Source: an optimization exercise on an open RTL-to-GDS flow (aim: small area and a short achievable clock period). Production flows keep margins and buffers that such runs may drop.
The RTL was checked by simulation tests, not by an equivalence proof against the original design.

==> flow/design.v (outline; a module is shown in full before it is edited, if it fits) <==
// module order_book_poc: 32 lines
// module hw_feature_engine: 2010 lines
// module fpga_inference_engine: 7 lines
// module fpga_trading_core: 57 lines
module fpga_trading_core (
    input  wire        clk,
    input  wire        rst_n,
    input  wire        market_data_valid,
    input  wire [31:0] market_data_price,
    input  wire [31:0] market_data_size,
    input  wire [1:0]  market_data_type,  
    output reg         send_order,
    output wire [31:0] best_bid_price,
    output wire [31:0] best_bid_size,
    output wire [31:0] best_ask_price,
    output wire [31:0] best_ask_size,
    output wire [15:0] book_imbalance_fixed,
    output wire [7:0]  trade_intensity,
    output wire        ai_prediction
);
  // ...
==> flow/flow/run.sh <==
#!/bin/bash
# The standard layout (bash standard.sh), with these settings passed to its make:
#  - the port buffers are buf_1 cells;
#  - clock tree: clkbuf_8 cells, sink clusters of up to 16 flip-flops, no dummy loads.
# The make output goes to standard_flow.log; each tool's log is under orfs/logs/.
set -euo pipefail
MARGIN=252.8
bash standard.sh \
  "BUFFER_PORTS_ARGS=-buffer_cell sky130_fd_sc_hd__buf_1" \
  SETUP_SLACK_MARGIN=$MARGIN \
  "CTS_ARGS=-sink_clustering_enable -repair_clock_nets -buf_list sky130_fd_sc_hd__clkbuf_8 -sink_clustering_size 16 -sink_clustering_max_diameter 50 -dont_use_dummy_load" \
  finish > standard_flow.log 2>&1
==> flow/standard.sh <==
#!/bin/bash
# synth_recipe.tcl (not shown) runs the flow's synth.tcl, then flattens the netlist and writes it again
# the make line also repeats each setting of config.mk as NAME=value (left out here)
make -C /OpenROAD-flow-scripts/flow DESIGN_CONFIG=/design/flow/config.mk WORK_HOME=/design/flow/orfs CLKGATE_MAP_FILE= SYNTH_SCRIPT=/design/flow/synth_recipe.tcl "${@:-finish}"
==> flow/config.mk <==
export PLATFORM = sky130hd
export DESIGN_NAME = fpga_trading_core
export DESIGN_NICKNAME = fpga_trading_core
export VERILOG_FILES = /design/flow/design.v
export SDC_FILE = /design/flow/constraint.sdc
export NUM_CORES = 4
export LEC_CHECK = 0
export CAP_MARGIN = 20
export CORE_MARGIN = 2
export CORE_UTILIZATION = 40
export SLEW_MARGIN = 20
export SYNTH_HIERARCHICAL = 1
==> flow/constraint.sdc <==
create_clock -name core_clock -period 320.0 [get_ports {clk}]
set_input_delay 64.0000 -clock core_clock [delete_from_list [all_inputs] [get_ports {clk}]]
set_output_delay 64.0000 -clock core_clock [all_outputs]
set_load 0.01 [all_outputs]
==> out/summary.txt, run 1 <==
Run status - timing/DRC/antenna clean
Top-area cell type share of the netlist area - 0.3586
Sequential cell area - 7350 µm²
Routed length per placed instance - 20.91 µm
#MultiIn Comb - 1887
Worst-case reg-to-reg path depth - 203
Bufs on Longest Clock Path - 3
Clk_skew - 0.1544 ns
DIE AREA - 79280 µm²
Cts hold-fix bufs - 0
Drt initial violations - 898
Slowest-stage cell, CP - a21oi_4
Filler cells - 7187
Worst Hold Path Cells - 0
Max transition margin - 0.2668
Finished Core Util - 0.4415
Crit path from - market_data_price[29]
Cell repeated most along the worst path - a21o_1
Initial DRT Pass Iterations - 5
Worst setup SP type - primary input
Syn Area/Cell - 11.89 µm²
Final max-slew violation count - 0
Hpwl dp - 66550 µm
==> run 2, diff against run 1 <==
--- a/flow/flow/run.sh
+++ b/flow/flow/run.sh
@@ -5,5 +5,5 @@
 # The make output goes to standard_flow.log; each tool's log is under orfs/logs/.
 set -euo pipefail
-MARGIN=252.8
+MARGIN=253.3
 bash standard.sh \
   "BUFFER_PORTS_ARGS=-buffer_cell sky130_fd_sc_hd__buf_1" \
==> run 2 against run 1 <==
- critical path depth unchanged
- register-to-register slack better by 0.51 ns
- core utilization up 0.079 points
- still clean
- clock skew up 0.00098 ns
- sequential share of layout area about the same
- critical endpoint unchanged
- via count down 0.22%
- die area unchanged
==> out/summary.txt, run 2 <==
Biggest regs - feature_engine.bid_s x48, feature_engine.tot_n x48 (unchanged)
Register area share after synthesis - 0.2385 (unchanged)
TritonCTS Sinks - 296 (unchanged)
Post-synthesis async set-or-reset flop share - 0.8919 (unchanged)
Max incr delay on CP - 0.55 ns (was 0.80 ns)
Worst path buffer plus inverter count - 2 (unchanged)
Top-area cell type share of the netlist area - 0.3586 (unchanged)
RSZ-0062 raised after global routing - false (unchanged)
Initial Utilization - 0.4051 (unchanged)
Initial DRT Pass Iterations - 5 (unchanged)
Routed length per placed instance - 21.01 µm (was 20.91 µm)
I/O Pins - 223 (unchanged)
Grt ovf - 0 (unchanged)
Worst Tran Pin Value - 1.102 ns (was 1.096 ns)
Filler cells - 7184 (was 7187)
Drt initial violations - 882 (was 898)
Cts hold-fix bufs - 0 (unchanged)
# rows - 101 (unchanged)
Bufs on Longest Clock Path - 3 (unchanged)
Post-layout minimum cycle time - 66.55 ns (was 67.05 ns)
Crit path max fanout - 42 (unchanged)
Initial antenna violation count - 3 (unchanged)
Die W - 281.6 µm (unchanged)
Worst setup SP type - primary input (unchanged)
FF+latch count, synth - 296 (unchanged)
Hpwl dp - 66550 µm (unchanged)
Crit path required time - 320.45 ns (about the same)
Synth area leaders - fa_1 (36%), dfrtp_1 (15%), xnor2_1 (12%), dfstp_2 (7.0%), ha_1 (4.5%) (unchanged)
Number of vias per cell - 5.140 (was 5.154)
Clock transition at path regs - 0.09 ns (about the same)
Finished layout cell area - 33650 µm² (was 33590 µm²)
Clk_skew - 0.1554 ns (was 0.1544 ns)
Die Y - 281.6 µm (unchanged)
Post-synthesis cell type count - 80 (unchanged)
Max transition margin - 0.2628 (was 0.2668)
Total wire length - 80460 µm (was 80030 µm)
Most frequent cells after synthesis - fa_1 (552), xnor2_1 (407), inv_1 (303) (unchanged)
Most frequent cells in the layout - fa_1 (552), xnor2_1 (400), inv_1 (303), buf_1 (216), dfrtp_1 (182) (unchanged)
Largest net degree at the start of global routing - 171 (unchanged)
Post-route ant nets - 0 (unchanged)
Critical path class - in -> reg (unchanged)
Final worst slack - 253.45 ns (was 252.95 ns)
Final estimated routing congestion in global placement - 0.9162 (unchanged)
Port bufs - 217 (unchanged)
Cell count after synthesis - 2592 (unchanged)
Clock latency on the worst-skew pair - 0.67 ns (about the same)
Commonest non-fill, non-tap cell in the layout - fa_1 (unchanged)
Syn Std Cell Area - 30820 µm² (unchanged)
Final nets - 3533 (was 3531)
Fin crit share - 0.2080 (was 0.2095)
WP data arrival - 67.00 ns (was 67.50 ns)
Cell repeated most along the worst path - a21o_1 (unchanged)
GRT Total Usage - 0.2096 (was 0.2088)
Slowest-stage cell, CP - buf_4 (was a21oi_4)
Final max-slew violation count - 0 (unchanged)
H-tree depth - 2 (unchanged)
Vias in the first global route - 22550 (was 22510)
Final setup vio count - 0 (unchanged)
First-pass GRT wire length - 128600 µm (was 128700 µm)
Clk root buf - clkbuf_8 (unchanged)
Final Hold Vio Count - 0 (unchanged)
Run status - timing/DRC/antenna clean (unchanged)
Share of cells above drive strength 1 - 0.1200 (was 0.1176)
DIE AREA - 79280 µm² (unchanged)
CP cell instances - buf_1, ha_1, a21o_1, a21o_1, a211oi_1, o221ai_1, a21oi_4, buf_4, mux2_2 (unchanged)
CTS tree - built (unchanged)
Vias after detailed routing - 19690 (was 19730)
Setup tns final - 0 ns (unchanged)
Area Overhead vs Synth - 9.171% (was 8.976%)
Place WS - 252.32 ns (unchanged)
EDFF count, synth - 0 (unchanged)
Hold WC Path Type - reg -> reg (unchanged)
Maximum clock rate - 15.03 MHz (was 14.91 MHz)
Most common cell in the synthesized netlist - fa_1 (unchanged)
Worst setup EP type - flop (unchanged)
Core area - 76080 µm² (unchanged)
Num CTS Buffers - 41 (unchanged)
Dominant cell type by area after synthesis - fa_1 (unchanged)
DP Area - 32830 µm² (unchanged)
Ys Warns - 9 (unchanged)
Drt drc - 0 (unchanged)
Main synth FF type - dfrtp_1 (unchanged)
CP delay by family, top - compound AO/OA/AOI/OAI gates (unchanged)
Max-cap viol count - 0 (unchanged)
Syn Area/Cell - 11.89 µm² (unchanged)
[run 2: cell count changes in the layout (fill, tap and decap cells not counted), sizes merged]
cell / change
buf: +1
a21oi: +1
[run 2: layout make-up]
| type | count | area [µm²] | share of cell area |
|---|---|---|---|
| sequential | 296 | 7350 | 0.2184 |
| clock buffer | 41 | 564.3 | 0.01677 |
| antenna | 1 | 2.502 | 0.00007437 |
| timing repair buffer | 261 | 1224 | 0.03637 |
| tap | 1030 | 1289 | 0.03830 |
| multi-input combinational | 1888 | 22040 | 0.6551 |
| inverter | 313 | 1175 | 0.03492 |
[run 2: metrics by stage]
step                      hold WS, ns    util  std cells
after CTS                      0.3618  0.4394       3816
final                          0.3643  0.4423       3830
after detailed placement       0.3706  0.4316       3773
after floorplan                0.4293       -       2596
after global routing           0.3702  0.4423       3830
after global placement         0.3631  0.4312       3773
[run 2: repair_timing]
item | 4_1_cts | 5_1_grt
cloned | 1 | 0
pin swaps | 0 | 4
setup endpoints to repair | 85 | 3
buffers inserted | 1 | 12
resized for setup | 2 | 20
[run 2: worst reg2reg max path: cells and delay by family, from the launching register on]
kind / cells / cell delay [ns]
flip-flops: 1 / 0.31
adder cells (fa/ha/maj): 95 / 39.23
XOR/XNOR: 22 / 5.54
AND/OR/NAND/NOR: 33 / 7.56
multiplexers: 2 / 0.49
buffers and inverters: 14 / 2.68
AO/OA/AOI/OAI: 37 / 7.80
[run 2: cell families after synthesis]
family,Yosys count,synth area share
buffers and inverters,413,0.05432
DFF,296,0.2385
other,1,0.0001217
AOI/OAI and AO/OA,198,0.04486
and+or+nand+nor,397,0.06881
adders and majority gates,677,0.4082
xor gates and xnor gates,479,0.1375
muxes,131,0.04778
[run 2: worst paths after layout]
path	startpoint	slack [ns]	depth (start not counted)	end
worst min register to register	feature_engine.decay_timer[2]$_DFF_PN0_	0.36	0	feature_engine.decay_timer[3]$_DFF_PN0_
worst max register to register	feature_engine.pend_book$_DFF_PN0_	256.15	203	feature_engine.book_imbalance[0]$_DFF_PN0_
worst min-delay path	feature_engine.decay_timer[2]$_DFF_PN0_	0.36	0	feature_engine.decay_timer[3]$_DFF_PN0_
max in group asynchronous	rst_n	254.39	3	feature_engine.bid_s[30]$_DFF_PN0_
min in group asynchronous	rst_n	63.41	1	feature_engine.bid_s[38]$_DFF_PN0_
worst max-delay path	market_data_price[29]	253.45	9	order_book.best_ask_size[2]$_DFFE_PN0P_
[run 2: layer usage]
| metal | share of wire | GRT usage | vias to the layer above |
|---|---|---|---|
| met5 | 0.00029 | 0 | - |
| met2 | 0.49 | 0.3547 | 511 |
| met1 | 0.41 | 0.2642 | 10270 |
| met3 | 0.068 | 0.05328 | 139 |
| li1 | - | - | 8760 |
| met4 | 0.029 | 0.06369 | 4 |
[run 2: per-module statistics from Yosys, one instance, submodules excluded]
module                 times used  area (µm²)
order_book_poc                  1        6447
hw_feature_engine               1       23380
fpga_trading_core               1       902.1
fpga_inference_engine           1       88.84
==> run 3, diff against run 2 <==
--- a/flow/flow/run.sh
+++ b/flow/flow/run.sh
@@ -5,5 +5,5 @@
 # The make output goes to standard_flow.log; each tool's log is under orfs/logs/.
 set -euo pipefail
-MARGIN=253.3
+MARGIN=253.7
 bash standard.sh \
   "BUFFER_PORTS_ARGS=-buffer_cell sky130_fd_sc_hd__buf_1" \
==> run 3 against run 2 <==
- first-iteration DRC count grew 1.5%
- worst setup slack gained 0.31 ns
- sequential cell count is the same
- core utilization grew 0.16 points
- sequential share of layout area shrank 0.079 points
- clock skew shrank 0.0042 ns
- critical endpoint is now order_book.best_bid_size[2]$_DFFE_PN0P_
- highest routed layer unchanged
==> out/summary.txt, run 3 <==
Run status - timing/DRC/antenna clean (unchanged)
CTS tree - built (unchanged)
Syn Std Cell Area - 30820 µm² (unchanged)
Most frequent cells after synthesis - fa_1 (552), xnor2_1 (407), inv_1 (303) (unchanged)
Worst path buffer plus inverter count - 2 (unchanged)
Grt peak-use layer - met2 (unchanged)
Worst Tran Pin Value - 1.113 ns (was 1.102 ns)
Clk root buf - clkbuf_8 (unchanged)
Vias after detailed routing - 19730 (was 19690)
Max transition margin - 0.2552 (was 0.2628)
Max incr delay on CP - 0.60 ns (was 0.55 ns)
Routed length per placed instance - 20.97 µm (was 21.01 µm)
H-tree depth - 2 (unchanged)
Worst setup EP type - flop (unchanged)
Die Y - 281.6 µm (unchanged)
Reg2reg end - feature_engine.book_imbalance[0]$_DFF_PN0_ (unchanged)
Finished Core Util - 0.4439 (was 0.4423)
Cts hold-fix bufs - 0 (unchanged)
CP delay by family, top - simple AND/OR/NAND/NOR gates (was compound AO/OA/AOI/OAI gates)
Final Hold Vio Count - 0 (unchanged)
Commonest non-fill, non-tap cell in the layout - fa_1 (unchanged)
Biggest regs - feature_engine.bid_s x48, feature_engine.tot_n x48 (unchanged)
Most frequent cells in the layout - fa_1 (552), xnor2_1 (399), inv_1 (303), buf_1 (216), dfrtp_1 (182) (was fa_1 (552), xnor2_1 (400), inv_1 (303), buf_1 (216), dfrtp_1 (182))
Min-Delay Endpoint - feature_engine.decay_timer[3]$_DFF_PN0_ (unchanged)
DIE AREA - 79280 µm² (unchanged)
Post-synthesis cell type count - 80 (unchanged)
First-pass GRT wire length - 128600 µm (unchanged)
Met1 usage - 0.2643 (was 0.2642)
Synth area leaders - fa_1 (36%), dfrtp_1 (15%), xnor2_1 (12%), dfstp_2 (7.0%), ha_1 (4.5%) (unchanged)
Main synth FF type - dfrtp_1 (unchanged)
Critical path class - in -> reg (unchanged)
Total wire length - 80510 µm (was 80460 µm)
Hold WC Path Type - reg -> reg (unchanged)
Final estimated routing congestion in global placement - 0.9162 (unchanged)
Share of cells above drive strength 1 - 0.1243 (was 0.1200)
Sequential cell area - 7350 µm² (unchanged)
Worst reg-to-reg setup slack - 256.38 ns (was 256.15 ns)
DP Area - 32830 µm² (unchanged)
Worst setup SP type - primary input (unchanged)
CP cell instances - buf_1, ha_1, nand4_1, nor4_2, a21oi_1, a21boi_0, a31oi_4, buf_12, mux2_1 (was buf_1, ha_1, a21o_1, a21o_1, a211oi_1, o221ai_1, a21oi_4, buf_4, mux2_2)
Worst Hold Path Cells - 0 (unchanged)
Worst flop-to-flop path startpoint - feature_engine.pend_book$_DFF_PN0_ (unchanged)
Final setup vio count - 0 (unchanged)
Final max-slew violation count - 0 (unchanged)
Setup tns final - 0 ns (unchanged)
Met3 Usage GRT - 0.05419 (was 0.05328)
Ys Warns - 9 (unchanged)
Drt drc - 0 (unchanged)
Multi-input gate area - 22080 µm² (was 22040 µm²)
Most common cell in the synthesized netlist - fa_1 (unchanged)
Crit path required time - 320.44 ns (was 320.45 ns)
EDFF count, synth - 0 (unchanged)
Worst-case reg-to-reg path depth - 203 (unchanged)
Die W - 281.6 µm (unchanged)
Clock transition at path regs - 0.09 ns (about the same)
Drt initial violations - 895 (was 882)
Port bufs - 217 (unchanged)
Hpwl dp - 66550 µm (unchanged)
Finished layout cell area - 33770 µm² (was 33650 µm²)
Core area - 76080 µm² (unchanged)
Final nets - 3542 (was 3533)
Bufs on Longest Clock Path - 3 (unchanged)
I/O Pins - 223 (unchanged)
RSZ-0062 raised after global routing - true (was false)
Filler cells - 7174 (was 7184)
Fin crit share - 0.2070 (was 0.2080)
# rows - 101 (unchanged)
Dominant cell type by area after synthesis - fa_1 (unchanged)
Vias in the first global route - 22550 (about the same)
M2 GR Usage - 0.3516 (was 0.3547)
Area Overhead vs Synth - 9.565% (was 9.171%)
Crit path max fanout - 64 (was 42)
Clk_skew - 0.1512 ns (was 0.1554 ns)
Top-area cell type share of the netlist area - 0.3586 (unchanged)
Slowest-stage cell, CP - nor4_2 (was buf_4)
Post-synthesis async set-or-reset flop share - 0.8919 (unchanged)
Num CTS Buffers - 41 (unchanged)
Post-layout minimum cycle time - 66.24 ns (was 66.55 ns)
Largest net degree at the start of global routing - 171 (unchanged)
Max-cap viol count - 0 (unchanged)
Syn Area/Cell - 11.89 µm² (unchanged)
Cell count after synthesis - 2592 (unchanged)
WP data arrival - 66.68 ns (was 67.00 ns)
Initial DRT Pass Iterations - 5 (unchanged)
Post-route ant nets - 0 (unchanged)
TritonCTS Sinks - 296 (unchanged)
Initial Utilization - 0.4051 (unchanged)
Register area share after synthesis - 0.2385 (unchanged)
Initial antenna violation count - 3 (unchanged)
Grt ovf - 0 (unchanged)
GRT Total Usage - 0.2096 (unchanged)
Maximum clock rate - 15.10 MHz (was 15.03 MHz)
Hold wc startpoint - feature_engine.decay_timer[2]$_DFF_PN0_ (unchanged)
Clock latency on the worst-skew pair - 0.67 ns (about the same)
Number of vias per cell - 5.139 (was 5.140)
FF+latch count, synth - 296 (unchanged)
[run 3: cell counts after synthesis]
No cell type changed its count.
[run 3: per-layer routing]
layer	up-vias	part of all wire
met3	142	0.067
met1	10300	0.42
met2	496	0.48
met5	-	0.00029
li1	8783	-
met4	4	0.033
[run 3: modules after synthesis, one instance, submodules excluded]
| module | area [µm²] | copies in the design | flops+latches |
|---|---|---|---|
| fpga_trading_core | 902.1 | 1 | 1 |
| order_book_poc | 6447 | 1 | 128 |
| fpga_inference_engine | 88.84 | 1 | 0 |
| hw_feature_engine | 23380 | 1 | 167 |
[run 3: area by class of cell]
class                           count  area share
Multi-Input combinational cell   1888      0.6538
Inverter                          313     0.03479
Tap cell                         1030     0.03817
Timing Repair Buffer              270     0.03880
Clock buffer                       41     0.01671
Antenna cell                        1  0.00007411
Sequential cell                   296      0.2177
[run 3: how the worst max path moves through the flow]
stage          depth (start not counted)  slack [ns]                                          to                          startpoint
2_1_floorplan                          8      253.75    order_book.best_bid_price[0]$_DFFE_PN0P_               market_data_price[30]
3_3_place_gp                           9      252.33    order_book.best_ask_size[11]$_DFFE_PN0P_               market_data_price[29]
3_5_place_dp                           9      252.32    order_book.best_ask_size[11]$_DFFE_PN0P_               market_data_price[29]
4_1_cts                                9      253.71     order_book.best_bid_size[2]$_DFFE_PN0P_               market_data_price[30]
5_1_grt                              205      253.58  feature_engine.book_imbalance[0]$_DFF_PN0_  feature_engine.pend_book$_DFF_PN0_
6_report                               9      253.76     order_book.best_bid_size[2]$_DFFE_PN0P_               market_data_price[30]
[run 3: cells by family (layout without fill, tap and decap cells)]
logic type / count (synthesis) / after routing / synth area share
compound gates: 198 / 199 / 0.04486
xor+xnor: 479 / 479 / 0.1375
fa+ha+maj: 677 / 677 / 0.4082
buf+inv: 413 / 624 / 0.05432
flops: 296 / 296 / 0.2385
mux: 131 / 131 / 0.04778
other cells: 1 / 6 / 0.0001217
simple gates: 397 / 397 / 0.06881
[run 3: timing repair]
item	in CTS	in global routing
resized for setup	7	25
pin swaps	0	4
buffers inserted	1	21
cloned	1	0
setup endpoints to repair	108	27
[run 3: worst reg2reg max path: cells and delay by family (launching register included)]
family                   cells  cell delay (ns)
AO/OA/AOI/OAI               37             7.85
XOR/XNOR                    22             5.36
adder cells (fa/ha/maj)     95            39.25
buffers and inverters       14             2.67
flip-flops                   1             0.31
multiplexers                 2             0.49
AND/OR/NAND/NOR             33             7.42
[run 3: through the flow]
step	hold WS [ns]	cells	setup WS (ns)
after floorplan	0.4293	2596	253.75
after global placement	0.3631	3773	252.33
after detailed placement	0.3706	3773	252.32
after CTS	0.3618	3816	253.71
after global routing	0.3702	3839	253.58
final	0.3683	3839	253.76
==> run 4, diff against run 3 <==
--- a/flow/config.mk
+++ b/flow/config.mk
@@ -6,7 +6,7 @@
 export NUM_CORES = 4
 export LEC_CHECK = 0
-export CAP_MARGIN = 20
+export CAP_MARGIN = 5
 export CORE_MARGIN = 2
 export CORE_UTILIZATION = 40
-export SLEW_MARGIN = 20
+export SLEW_MARGIN = 5
 export SYNTH_HIERARCHICAL = 1
==> run 4 against run 3 <==
- fmax is essentially flat
- area after synthesis is the same
- critical path depth is the same
- sequential cell count is the same
- design area shrank 0.21%
- die area is the same
- worst setup slack gained 0.027 ns
- clock skew shrank 0.022 ns
==> out/summary.txt, run 4 <==
Place WS - 252.34 ns (was 252.32 ns)
Main synth FF type - dfrtp_1 (unchanged)
Most frequent cells after synthesis - fa_1 (552), xnor2_1 (407), inv_1 (303) (unchanged)
Sequential cell area - 7350 µm² (unchanged)
Worst setup SP type - primary input (unchanged)
Total wire length - 80480 µm (was 80510 µm)
GRT Total Usage - 0.2102 (was 0.2096)
Initial DRT Pass Iterations - 5 (unchanged)
Die Y - 281.6 µm (unchanged)
Crit path max fanout - 64 (unchanged)
Worst path buffer plus inverter count - 2 (unchanged)
I/O Pins - 223 (unchanged)
CTS tree - built (unchanged)
Syn Area/Cell - 11.89 µm² (unchanged)
Reg2reg end - feature_engine.book_imbalance[0]$_DFF_PN0_ (unchanged)
Placed Cells - 3773 (unchanged)
Syn Std Cell Area - 30820 µm² (unchanged)
Final Hold Vio Count - 0 (unchanged)
Synth area leaders - fa_1 (36%), dfrtp_1 (15%), xnor2_1 (12%), dfstp_2 (7.0%), ha_1 (4.5%) (unchanged)
Top-area cell type share of the netlist area - 0.3586 (unchanged)
Share of cells above drive strength 1 - 0.1209 (was 0.1243)
Post-layout minimum cycle time - 66.21 ns (was 66.24 ns)
Finished layout cell area - 33700 µm² (was 33770 µm²)
Max transition margin - 0.1500 (was 0.2552)
Grt ovf - 0 (unchanged)
Fin cells - 3835 (was 3839)
Num CTS Buffers - 40 (was 41)
Hold WC Path Type - reg -> reg (unchanged)
Vias in the first global route - 22620 (was 22550)
Final worst slack - 253.79 ns (was 253.76 ns)
Core area - 76080 µm² (unchanged)
Register area share after synthesis - 0.2385 (unchanged)
DP Area - 32800 µm² (was 32830 µm²)
Run status - timing/DRC/antenna clean (unchanged)
DIE AREA - 79280 µm² (unchanged)
WP data arrival - 66.69 ns (was 66.68 ns)
Multi-input gate area - 22030 µm² (was 22080 µm²)
Worst setup EP type - flop (unchanged)
RSZ-0062 raised after global routing - true (unchanged)
Max-cap viol count - 0 (unchanged)
Worst Hold Path Cells - 0 (unchanged)
Post-synthesis cell type count - 80 (unchanged)
Hpwl dp - 66560 µm (was 66550 µm)
Crit path required time - 320.48 ns (was 320.44 ns)
Port bufs - 217 (unchanged)
CP cell instances - buf_1, ha_1, nand4_1, nor4_2, a21oi_1, a21boi_0, a31oi_4, buf_12, mux2_2 (was buf_1, ha_1, nand4_1, nor4_2, a21oi_1, a21boi_0, a31oi_4, buf_12, mux2_1)
Setup tns final - 0 ns (unchanged)
Die W - 281.6 µm (unchanged)
Initial Utilization - 0.4051 (unchanged)
First-pass GRT wire length - 129100 µm (was 128600 µm)
Most common cell in the synthesized netlist - fa_1 (unchanged)
Worst hold slack - 0.3782 ns (was 0.3683 ns)
# rows - 101 (unchanged)
Largest net degree at the start of global routing - 171 (unchanged)
Number of vias per cell - 5.129 (was 5.139)
Filler cells - 7208 (was 7174)
Cts hold-fix bufs - 0 (unchanged)
Final setup vio count - 0 (unchanged)
Final nets - 3538 (was 3542)
Drt drc - 0 (unchanged)
Worst reg-to-reg setup slack - 256.75 ns (was 256.38 ns)
Ys Warns - 9 (unchanged)
Clock transition at path regs - 0.08 ns (was 0.09 ns)
Worst flop-to-flop path startpoint - feature_engine.pend_book$_DFF_PN0_ (unchanged)
Clock latency on the worst-skew pair - 0.68 ns (was 0.67 ns)
Area Overhead vs Synth - 9.333% (was 9.565%)
Worst-case reg-to-reg path depth - 203 (unchanged)
Clk root buf - clkbuf_8 (unchanged)
TritonCTS Sinks - 296 (unchanged)
EDFF count, synth - 0 (unchanged)
CP delay by family, top - simple AND/OR/NAND/NOR gates (unchanged)
Clk_skew - 0.1297 ns (was 0.1512 ns)
Maximum clock rate - 15.10 MHz (about the same)
Critical path class - in -> reg (unchanged)
Dominant cell type by area after synthesis - fa_1 (unchanged)
Bufs on Longest Clock Path - 3 (unchanged)
Final estimated routing congestion in global placement - 0.9162 (unchanged)
Post-synthesis async set-or-reset flop share - 0.8919 (unchanged)
Most frequent cells in the layout - fa_1 (552), xnor2_1 (402), inv_1 (303), buf_1 (216), dfrtp_1 (182) (was fa_1 (552), xnor2_1 (399), inv_1 (303), buf_1 (216), dfrtp_1 (182))
Routed length per placed instance - 20.99 µm (was 20.97 µm)
Commonest non-fill, non-tap cell in the layout - fa_1 (unchanged)
Slowest-stage cell, CP - nor4_2 (unchanged)
Min-Delay Endpoint - feature_engine.decay_timer[3]$_DFF_PN0_ (unchanged)
Final max-slew violation count - 0 (unchanged)
Max incr delay on CP - 0.58 ns (was 0.60 ns)
H-tree depth - 2 (unchanged)
Drt initial violations - 879 (was 895)
Cell count after synthesis - 2592 (unchanged)
Biggest regs - feature_engine.bid_s x48, feature_engine.tot_n x48 (unchanged)
Hold wc startpoint - feature_engine.decay_timer[2]$_DFF_PN0_ (unchanged)
Initial antenna violation count - 3 (unchanged)
Vias after detailed routing - 19670 (was 19730)
Fin crit share - 0.2069 (was 0.2070)
Worst Tran Pin Value - 1.271 ns (was 1.113 ns)
Post-route ant nets - 0 (unchanged)
FF+latch count, synth - 296 (unchanged)
## run 4: layout make-up
type                       count  share of cell area
inverter                     313             0.03487
timing repair buffer         267             0.03847
tap                         1030             0.03825
antenna                        1          0.00007426
multi-input combinational   1888              0.6539
sequential                   296              0.2181
clock buffer                  40             0.01634
## run 4: cell families after synthesis
family          count (synthesis)  share of synthesized area
xor+xnor                      479                     0.1375
simple gates                  397                    0.06881
fa+ha+maj                     677                     0.4082
flops                         296                     0.2385
buf+inv                       413                    0.05432
mux                           131                    0.04778
compound gates                198                    0.04486
other cells                     1                  0.0001217
## run 4: worst max-delay path by stage
stage	from	endpoint	slack (ns)	depth (start not counted)
4_1_cts	market_data_price[30]	order_book.best_bid_price[23]$_DFFE_PN0P_	253.73	9
6_report	market_data_price[30]	order_book.best_bid_size[11]$_DFFE_PN0P_	253.79	9
2_1_floorplan	market_data_price[30]	order_book.best_bid_price[0]$_DFFE_PN0P_	253.75	8
3_5_place_dp	market_data_price[29]	order_book.best_ask_size[4]$_DFFE_PN0P_	252.34	9
5_1_grt	feature_engine.pend_book$_DFF_PN0_	feature_engine.book_imbalance[0]$_DFF_PN0_	253.64	203
3_3_place_gp	market_data_price[29]	order_book.best_ask_size[11]$_DFFE_PN0P_	252.33	9
## run 4: per-layer routing
metal  vias up  GRT usage  part of all wire
li1       8769          -                 -
met1     10300     0.2628              0.41
met2       466     0.3543              0.49
met3       136    0.05552             0.068
met4         2    0.06888             0.033
met5         -          0           0.00015
## run 4: modules after synthesis, one instance, submodules excluded
module,cells inside,flops+latches,times used
fpga_inference_engine,11,0,1
fpga_trading_core,86,1,1
hw_feature_engine,1998,167,1
order_book_poc,497,128,1
## run 4: repair_timing
| item | 4_1_cts | 5_1_grt |
|---|---|---|
| resized for setup | 7 | 32 |
| setup endpoints to repair | 107 | 30 |
| cloned | 1 | 0 |
| buffers inserted | 1 | 18 |
| pin swaps | 0 | 4 |
## run 4: per-stage QoR
stage | util
after floorplan | -
after global placement | 0.4312
after detailed placement | 0.4312
after CTS | 0.4392
after global routing | 0.4429
final | 0.4429

[static timing again, ports no longer ideal]
The results above use ideal ports. As a check the final layouts listed here were re-extracted and re-timed, cells and wires unchanged. Step 1 sets driving cells, clkbuf_16 on the clock port and buf_2 on the other inputs (assumed; they add their load-dependent delay and slew). Step 2 adds t to the input delays and takes it off the output delays; t is the mean of the earliest and latest rising clock arrival at the registers after step 1. Input paths then give back, and output paths get back, about the clock's delay inside the block. a / b / c = ideal / step 1 / step 2; a / b = the first two.
run	shift t [ns]	setup slack, ns	latest minus earliest clock arrival (ns)
run 1	0.654	252.953 / 252.982 / 252.327	0.156 / 0.155
run 2	0.656	253.449 / 253.480 / 252.823	0.157 / 0.157
run 3	0.655	253.764 / 253.794 / 253.139	0.152 / 0.152
run 4	0.669	253.791 / 253.823 / 253.160	0.130 / 0.131
After both steps every run listed still meets setup and hold. The setup slack of run 4, which loses most, moves by +0.032 ns with the drivers and by -0.631 ns with both steps.
